This design comes from an exercise in tuning for small area on the open sky130 flow, not from production work.
RTL that was checked went through simulation tests only; none was proved equivalent to the original.
Power and IR drop assume default switching activity.

==> run a <==
==> flow/design.v <==
module tm1638_bus (
clk,
reset_n,
din,
dout,
wr,
rd,
addr,
spi_di,
spi_clk,
spi_cs_n,
spi_dir,
spi_do,
cs_tm1638
);
input wire        clk;
input wire        reset_n;
input wire        spi_di;
output wire       spi_clk;
output wire       spi_cs_n;
output wire       spi_dir;
output wire       spi_do;
output reg        cs_tm1638;
input wire  [7:0] din;
output reg  [7:0] dout;
input wire        wr;
input wire        rd;
input wire [15:0] addr;
reg [7:0] dig_1, dig_2, dig_3, dig_4, dig_5, dig_6, dig_7, dig_8;
reg [7:0] leds;
reg       disp_on;
reg [2:0] bright;
reg [7:0] buttons;
wire page = (addr[15:4] == 12'hff0);
wire wen  = page & wr;
wire [7:0] wd = din & {8{reset_n}};
wire [3:0] wc = din[3:0] | {4{~reset_n}};
always @(posedge clk) if (~reset_n | (wen & addr[3:0] == 4'd0)) dig_1 <= wd;
always @(posedge clk) if (~reset_n | (wen & addr[3:0] == 4'd1)) dig_2 <= wd;
always @(posedge clk) if (~reset_n | (wen & addr[3:0] == 4'd2)) dig_3 <= wd;
always @(posedge clk) if (~reset_n | (wen & addr[3:0] == 4'd3)) dig_4 <= wd;
always @(posedge clk) if (~reset_n | (wen & addr[3:0] == 4'd4)) dig_5 <= wd;
always @(posedge clk) if (~reset_n | (wen & addr[3:0] == 4'd5)) dig_6 <= wd;
always @(posedge clk) if (~reset_n | (wen & addr[3:0] == 4'd6)) dig_7 <= wd;
always @(posedge clk) if (~reset_n | (wen & addr[3:0] == 4'd7)) dig_8 <= wd;
always @(posedge clk) if (~reset_n | (wen & addr[3:0] == 4'd8)) leds  <= wd;
always @(posedge clk) if (~reset_n | (wen & addr[3:0] == 4'd15)) {disp_on, bright} <= wc;
always @* begin
  cs_tm1638 = rd & page;
  case (addr[3:0])
    4'd0: dout = dig_1;
    4'd1: dout = dig_2;
    4'd2: dout = dig_3;
    4'd3: dout = dig_4;
    4'd4: dout = dig_5;
    4'd5: dout = dig_6;
    4'd6: dout = dig_7;
    4'd7: dout = dig_8;
    4'd8: dout = leds;
    4'd15: dout = {4'b0, disp_on, bright};
    default: dout = buttons;
  endcase
end
reg [5:0] div;
reg [3:0] t;
reg [4:0] slot;
reg       gap;
reg [7:0] shift;
localparam S_C0 = 5'd0, S_L8 = 5'd16, S_42 = 5'd17, S_RX1 = 5'd18, S_RX4 = 5'd21,
           S_CTRL = 5'd22, S_40 = 5'd23;
wire tick  = (div == 6'd14);
wire first = (div == 6'd46);
wire rx    = (slot >= S_RX1) & (slot <= S_RX4);
wire last  = (t == 4'd15);
always @(posedge clk) begin
  if (~reset_n) div <= 6'd46;
  else div <= {div[4:0], div[5] ^ div[4] ^ tick};
end
wire [4:0] slot_n = (slot == S_40) ? S_C0 : slot + 5'd1;
wire       first_n = (slot_n == S_C0) | (slot_n == S_42) | (slot_n == S_CTRL) | (slot_n == S_40);
always @(posedge clk) begin
  if (~reset_n) begin
    slot <= S_CTRL;
    gap  <= 1'b1;
    t    <= 4'd14;
  end else if (tick) begin
    if (last) begin
      if (gap) begin
        gap <= 1'b0;
        t   <= 4'd0;
      end else begin
        slot <= slot_n;
        if (first_n) begin
          gap <= 1'b1;
          t   <= 4'd14;
        end else if (slot_n == S_RX1) begin
          gap <= 1'b1;
          t   <= 4'd13;
        end else
          t <= 4'd0;
      end
    end else
      t <= t + 4'd1;
  end
end
reg [7:0] nxt;
always @* begin
  case (slot)
    5'd0:  nxt = dig_1;
    5'd1:  nxt = {7'b0, leds[7]};
    5'd2:  nxt = dig_2;
    5'd3:  nxt = {7'b0, leds[6]};
    5'd4:  nxt = dig_3;
    5'd5:  nxt = {7'b0, leds[5]};
    5'd6:  nxt = dig_4;
    5'd7:  nxt = {7'b0, leds[4]};
    5'd8:  nxt = dig_5;
    5'd9:  nxt = {7'b0, leds[3]};
    5'd10: nxt = dig_6;
    5'd11: nxt = {7'b0, leds[2]};
    5'd12: nxt = dig_7;
    5'd13: nxt = {7'b0, leds[1]};
    5'd14: nxt = dig_8;
    5'd15: nxt = {7'b0, leds[0]};
    5'd16: nxt = 8'h42;
    S_RX4: nxt = {4'h8, disp_on, bright};
    S_CTRL: nxt = gap ? {4'h8, disp_on, bright} : 8'h40;
    S_40:  nxt = 8'hC0;
    default: nxt = 8'h00;
  endcase
end
wire load   = first | (tick & ~gap & (rx ? (last & slot == S_RX4) : (t == 4'd14)));
wire samp0  = tick & ~gap & rx & (t == 4'd0);
wire samp4  = tick & ~gap & rx & (t == 4'd8);
always @(posedge clk) begin
  if (load) shift <= nxt;
  else begin
    if (samp0) shift[0] <= spi_di;
    if (samp4) shift[4] <= spi_di;
  end
end
wire kupd = (div == 6'd29) & rx & ~gap & last;
always @(posedge clk) begin
  if (~reset_n) buttons <= 8'h00;
  else if (kupd) begin
    case (slot[1:0])
      2'd2: {buttons[7], buttons[3]} <= {shift[0], shift[4]};
      2'd3: {buttons[6], buttons[2]} <= {shift[0], shift[4]};
      2'd0: {buttons[5], buttons[1]} <= {shift[0], shift[4]};
      2'd1: {buttons[4], buttons[0]} <= {shift[0], shift[4]};
    endcase
  end
end
assign spi_clk  = gap | t[0];
assign spi_cs_n = gap & (t == 4'd14) & (slot != S_RX1);
assign spi_dir  = ~rx;
assign spi_do   = shift[t[3:1]];
endmodule
==> flow/flow/run.sh <==
#!/bin/bash
# Standard ORFS layout with three changes:
#  - synthesis maps logic with an area-oriented ABC script (flow/abc_area.script);
#    everything else in synthesis (registers, flattening, renaming) is unchanged
#  - ports are buffered with the smallest buffer (buf_1)
#  - CTS uses small clock buffers and no dummy loads
set -euo pipefail
HERE=$(pwd)
F=$HERE/flow
sed "s#log_cmd abc {\*}\$abc_args#log_cmd abc -script $F/abc_area.script {*}[lrange \$abc_args 2 end]#" \
  $FLOW_HOME/scripts/synth.tcl > $HERE/synth_area.tcl
grep -q "abc_area.script" $HERE/synth_area.tcl
sed "s#source \$::env(SCRIPTS_DIR)/synth.tcl#source $HERE/synth_area.tcl#" $HERE/synth_recipe.tcl > $HERE/synth_recipe_area.tcl
grep -q "synth_area.tcl" $HERE/synth_recipe_area.tcl
export BUFFER_PORTS_ARGS="-buffer_cell sky130_fd_sc_hd__buf_1"
export CTS_ARGS="-sink_clustering_enable -repair_clock_nets -dont_use_dummy_load -sink_clustering_size 30 -sink_clustering_max_diameter 100 -buf_list {${CTS_BUFS:-sky130_fd_sc_hd__clkbuf_8}}"
bash standard.sh GPL_TIMING_DRIVEN=0 SYNTH_SCRIPT=$HERE/synth_recipe_area.tcl "BUFFER_PORTS_ARGS=$BUFFER_PORTS_ARGS" "CTS_ARGS=$CTS_ARGS" finish > $HERE/flow_make.log 2>&1
==> flow/flow/abc_area.script <==
&get -n
&st
&dch -f
&nf -R 1000
&st
&dch -f
&nf -R 1000
&st
&dch -f
&nf -R 1000
&put
==> flow/standard.sh <==
#!/bin/bash
# synth_recipe.tcl (not shown) runs the flow's synth.tcl, then flattens the netlist and writes it again
# the make line also repeats each setting of config.mk as NAME=value (left out here)
make -C /OpenROAD-flow-scripts/flow DESIGN_CONFIG=/design/flow/config.mk WORK_HOME=/design/flow/orfs CLKGATE_MAP_FILE= SYNTH_SCRIPT=/design/flow/synth_recipe.tcl "${@:-finish}"
==> flow/config.mk <==
export PLATFORM = sky130hd
export DESIGN_NAME = tm1638_bus
export DESIGN_NICKNAME = tm1638_bus
export VERILOG_FILES = /design/flow/design.v
export SDC_FILE = /design/flow/constraint.sdc
export NUM_CORES = 4
export LEC_CHECK = 0
export CAP_MARGIN = 20
export CORE_MARGIN = 2
export CORE_UTILIZATION = 40
export SLEW_MARGIN = 20
==> flow/constraint.sdc <==
create_clock -name core_clock -period 20.0 [get_ports {clk}]
set_input_delay 4.0000 -clock core_clock [delete_from_list [all_inputs] [get_ports {clk}]]
set_output_delay 4.0000 -clock core_clock [all_outputs]
set_load 0.01 [all_outputs]
==> inputs of run b, as changes to run a <==
==> flow/design.v, changed modules only <==
module tm1638_bus (
clk,
reset_n,
din,
dout,
wr,
rd,
addr,
spi_di,
spi_clk,
spi_cs_n,
spi_dir,
spi_do,
cs_tm1638
);
input wire        clk;
input wire        reset_n;
input wire        spi_di;
output wire       spi_clk;
output wire       spi_cs_n;
output wire       spi_dir;
output wire       spi_do;
output reg        cs_tm1638;
input wire  [7:0] din;
output reg  [7:0] dout;
input wire        wr;
input wire        rd;
input wire [15:0] addr;
reg [7:0] dig_1, dig_2, dig_3, dig_4, dig_5, dig_6, dig_7, dig_8;
reg [7:0] leds;
reg       disp_on;
reg [2:0] bright;
reg [7:0] buttons;
wire page = (addr[15:4] == 12'hff0);
wire wen  = page & wr;
wire [7:0] wd = din & {8{reset_n}};
wire [3:0] wc = din[3:0] | {4{~reset_n}};
always @(posedge clk) if (~reset_n | (wen & addr[3:0] == 4'd0)) dig_1 <= wd;
always @(posedge clk) if (~reset_n | (wen & addr[3:0] == 4'd1)) dig_2 <= wd;
always @(posedge clk) if (~reset_n | (wen & addr[3:0] == 4'd2)) dig_3 <= wd;
always @(posedge clk) if (~reset_n | (wen & addr[3:0] == 4'd3)) dig_4 <= wd;
always @(posedge clk) if (~reset_n | (wen & addr[3:0] == 4'd4)) dig_5 <= wd;
always @(posedge clk) if (~reset_n | (wen & addr[3:0] == 4'd5)) dig_6 <= wd;
always @(posedge clk) if (~reset_n | (wen & addr[3:0] == 4'd6)) dig_7 <= wd;
always @(posedge clk) if (~reset_n | (wen & addr[3:0] == 4'd7)) dig_8 <= wd;
always @(posedge clk) if (~reset_n | (wen & addr[3:0] == 4'd8)) leds  <= wd;
always @(posedge clk) if (~reset_n | (wen & addr[3:0] == 4'd15)) {disp_on, bright} <= wc;
always @* begin
  cs_tm1638 = rd & page;
  case (addr[3:0])
    4'd0: dout = dig_1;
    4'd1: dout = dig_2;
    4'd2: dout = dig_3;
    4'd3: dout = dig_4;
    4'd4: dout = dig_5;
    4'd5: dout = dig_6;
    4'd6: dout = dig_7;
    4'd7: dout = dig_8;
    4'd8: dout = leds;
    4'd15: dout = {4'b0, disp_on, bright};
    default: dout = buttons;
  endcase
end
reg [5:0] div;
reg [3:0] t;
reg [4:0] slot;
reg [7:0] shift;
wire tick  = (div == 6'd14);
wire first = (div == 6'd46);
wire last  = (t == 4'd15);
wire gap   = (slot == 5'd1) | (slot == 5'd3) | (slot == 5'd8) | (slot == 5'd10) | (slot == 5'd15);
wire rx    = (slot[4:2] == 3'b001);
always @(posedge clk) begin
  if (~reset_n) div <= 6'd46;
  else div <= {div[4:0], div[5] ^ div[4] ^ tick};
end
wire to_gap  = last & ((slot == 5'd0) | (slot == 5'd2) | (slot == 5'd7) | (slot == 5'd9) | (slot == 5'd11));
wire to_wait = (slot == 5'd2);
wire [8:0] pos_i = {slot, t} + 9'd1;
always @(posedge clk) begin
  if (~reset_n) begin
    slot <= 5'd8;
    t    <= 4'd14;
  end else if (tick) begin
    slot <= {pos_i[8:6], pos_i[5:4] | {2{to_gap & (slot == 5'd11)}}};
    t    <= {pos_i[3:2] | {2{to_gap}}, pos_i[1] | (to_gap & ~to_wait), pos_i[0] | (to_gap & to_wait)};
  end
end
reg [7:0] nxt;
always @* begin
  case (slot)
    5'd16: nxt = dig_1;
    5'd17: nxt = {7'b0, leds[7]};
    5'd18: nxt = dig_2;
    5'd19: nxt = {7'b0, leds[6]};
    5'd20: nxt = dig_3;
    5'd21: nxt = {7'b0, leds[5]};
    5'd22: nxt = dig_4;
    5'd23: nxt = {7'b0, leds[4]};
    5'd24: nxt = dig_5;
    5'd25: nxt = {7'b0, leds[3]};
    5'd26: nxt = dig_6;
    5'd27: nxt = {7'b0, leds[2]};
    5'd28: nxt = dig_7;
    5'd29: nxt = {7'b0, leds[1]};
    5'd30: nxt = dig_8;
    5'd31: nxt = {7'b0, leds[0]};
    5'd1:  nxt = 8'h42;
    5'd10: nxt = 8'h40;
    5'd15: nxt = 8'hC0;
    default: nxt = {4'h8, disp_on, bright};
  endcase
end
wire load  = first | (tick & ((t == 4'd14) & (slot[4] | (slot == 5'd1) | (slot == 5'd10) | (slot == 5'd15)) |
                              last & (slot == 5'd7)));
wire samp0 = tick & rx & (t == 4'd0);
wire samp4 = tick & rx & (t == 4'd8);
always @(posedge clk) if (load) {shift[7:5], shift[3:1]} <= {nxt[7:5], nxt[3:1]};
always @(posedge clk) if (load | samp0) shift[0] <= load ? nxt[0] : spi_di;
always @(posedge clk) if (load | samp4) shift[4] <= load ? nxt[4] : spi_di;
wire kupd = (div == 6'd29) & rx & last;
always @(posedge clk) begin
  if (~reset_n) buttons <= 8'h00;
  else if (kupd) begin
    case (slot[1:0])
      2'd0: {buttons[7], buttons[3]} <= {shift[0], shift[4]};
      2'd1: {buttons[6], buttons[2]} <= {shift[0], shift[4]};
      2'd2: {buttons[5], buttons[1]} <= {shift[0], shift[4]};
      2'd3: {buttons[4], buttons[0]} <= {shift[0], shift[4]};
    endcase
  end
end
assign spi_clk  = gap | t[0];
assign spi_cs_n = gap & (t == 4'd14) & (slot != 5'd3);
assign spi_dir  = ~(rx | (slot == 5'd3));
assign spi_do   = shift[t[3:1]];
endmodule
--- a/flow/flow/run.sh
+++ b/flow/flow/run.sh
@@ -6,4 +6,5 @@
 #  - CTS uses small clock buffers and no dummy loads
 set -euo pipefail
+UTIL=60
 HERE=$(pwd)
 F=$HERE/flow
@@ -14,4 +15,4 @@
 grep -q "synth_area.tcl" $HERE/synth_recipe_area.tcl
 export BUFFER_PORTS_ARGS="-buffer_cell sky130_fd_sc_hd__buf_1"
-export CTS_ARGS="-sink_clustering_enable -repair_clock_nets -dont_use_dummy_load -sink_clustering_size 30 -sink_clustering_max_diameter 100 -buf_list {${CTS_BUFS:-sky130_fd_sc_hd__clkbuf_8}}"
-bash standard.sh GPL_TIMING_DRIVEN=0 SYNTH_SCRIPT=$HERE/synth_recipe_area.tcl "BUFFER_PORTS_ARGS=$BUFFER_PORTS_ARGS" "CTS_ARGS=$CTS_ARGS" finish > $HERE/flow_make.log 2>&1
+export CTS_ARGS="-sink_clustering_enable -repair_clock_nets -dont_use_dummy_load -buf_list {${CTS_BUFS:-sky130_fd_sc_hd__clkbuf_8}}"
+bash standard.sh GPL_TIMING_DRIVEN=0 ADDER_MAP_FILE= SLEW_MARGIN=20 CAP_MARGIN=20 CORE_UTILIZATION=${UTIL} SYNTH_SCRIPT=$HERE/synth_recipe_area.tcl "BUFFER_PORTS_ARGS=$BUFFER_PORTS_ARGS" "CTS_ARGS=$CTS_ARGS" finish > $HERE/flow_make.log 2>&1
==> flow/flow/abc_area.script (replaced) <==
&get -n
&st
&dch -f
&nf -R 1000
&put
mfs3 -ae -I 6 -O 4
&get -n
&st
&dch -f
&nf -R 1000
&put
==> notes <==
Run a produced a clean layout. Run b went through all stages and came out clean. In run b the maximum frequency is smaller than in run a, by about 1%. Against run b, the register-to-register slack of run a is worse by 0.22 ns. In hold slack, run a and run b hardly differ. Between run a and run b, the lower core utilization is in run a (gap 23 points). Between run a and run b, the lower clock skew is in run a (gap 0.014 ns). Against run a, the final cell count of run b is smaller by about 15%.
==> figures <==
Non-CTS buffers: run a 47; run b 49
Number of clock sinks seen by CTS: run a 108; run b 107
Sequential share of cell area: run a 54.14%; run b 56.88%
Synthesized instance count: run a 424; run b 392
Part of the Yosys area used for sequential elements: run a 60.70%; run b 63.44%
Internal: run a 0.0003105 W; run b 0.0003061 W
Syn Area/Cell: run a 11.67 um2; run b 11.99 um2
Simple-gate portion of the synthesized area: run a 16.69%; run b 16.60%
Switching fraction of total power: run a 24.06%; run b 23.39%
Run status: run a complete, no violations; run b complete, no violations
Cell variety after synth: run a 38; run b 35
P_leak: run a 1.828 nW; run b 1.702 nW
Floorplan die area: run a 13270 um2; run b 8561 um2
No functional check of the RTL was part of run a.

[re-timing with driven ports]
No port has a modelled driver above. Below, the same layouts with a new extraction and two added sets of constraints. Step 1 (the two cells are an assumption about what drives the block):
set clk [get_ports {clk}]
set_driving_cell -lib_cell sky130_fd_sc_hd__clkbuf_16 $clk
set_driving_cell -lib_cell sky130_fd_sc_hd__buf_2 [delete_from_list [all_inputs] $clk]
Step 2 moves the port delays by t, midway between the first and last clock arrival at a register: inputs arrive t later, outputs are due t later. That takes back most of the time a late clock gives input paths. Three values: ideal ports, drivers, drivers and shift; two values: the first two.
run	t (ns)	slack for setup (ns)	worst setup path after step 2	clock arrival spread, ns	pins driven straight from the clock port
run a	0.407	9.790 / 9.765 / 9.765	input to output	0.021 / 0.022	1
run b	0.391	9.682 / 9.659 / 9.659	input to output	0.035 / 0.035	1
After both steps setup and hold are still met in every run listed. The setup slack of run a, which loses most, moves by -0.025 ns with the drivers and by -0.025 ns with both steps.
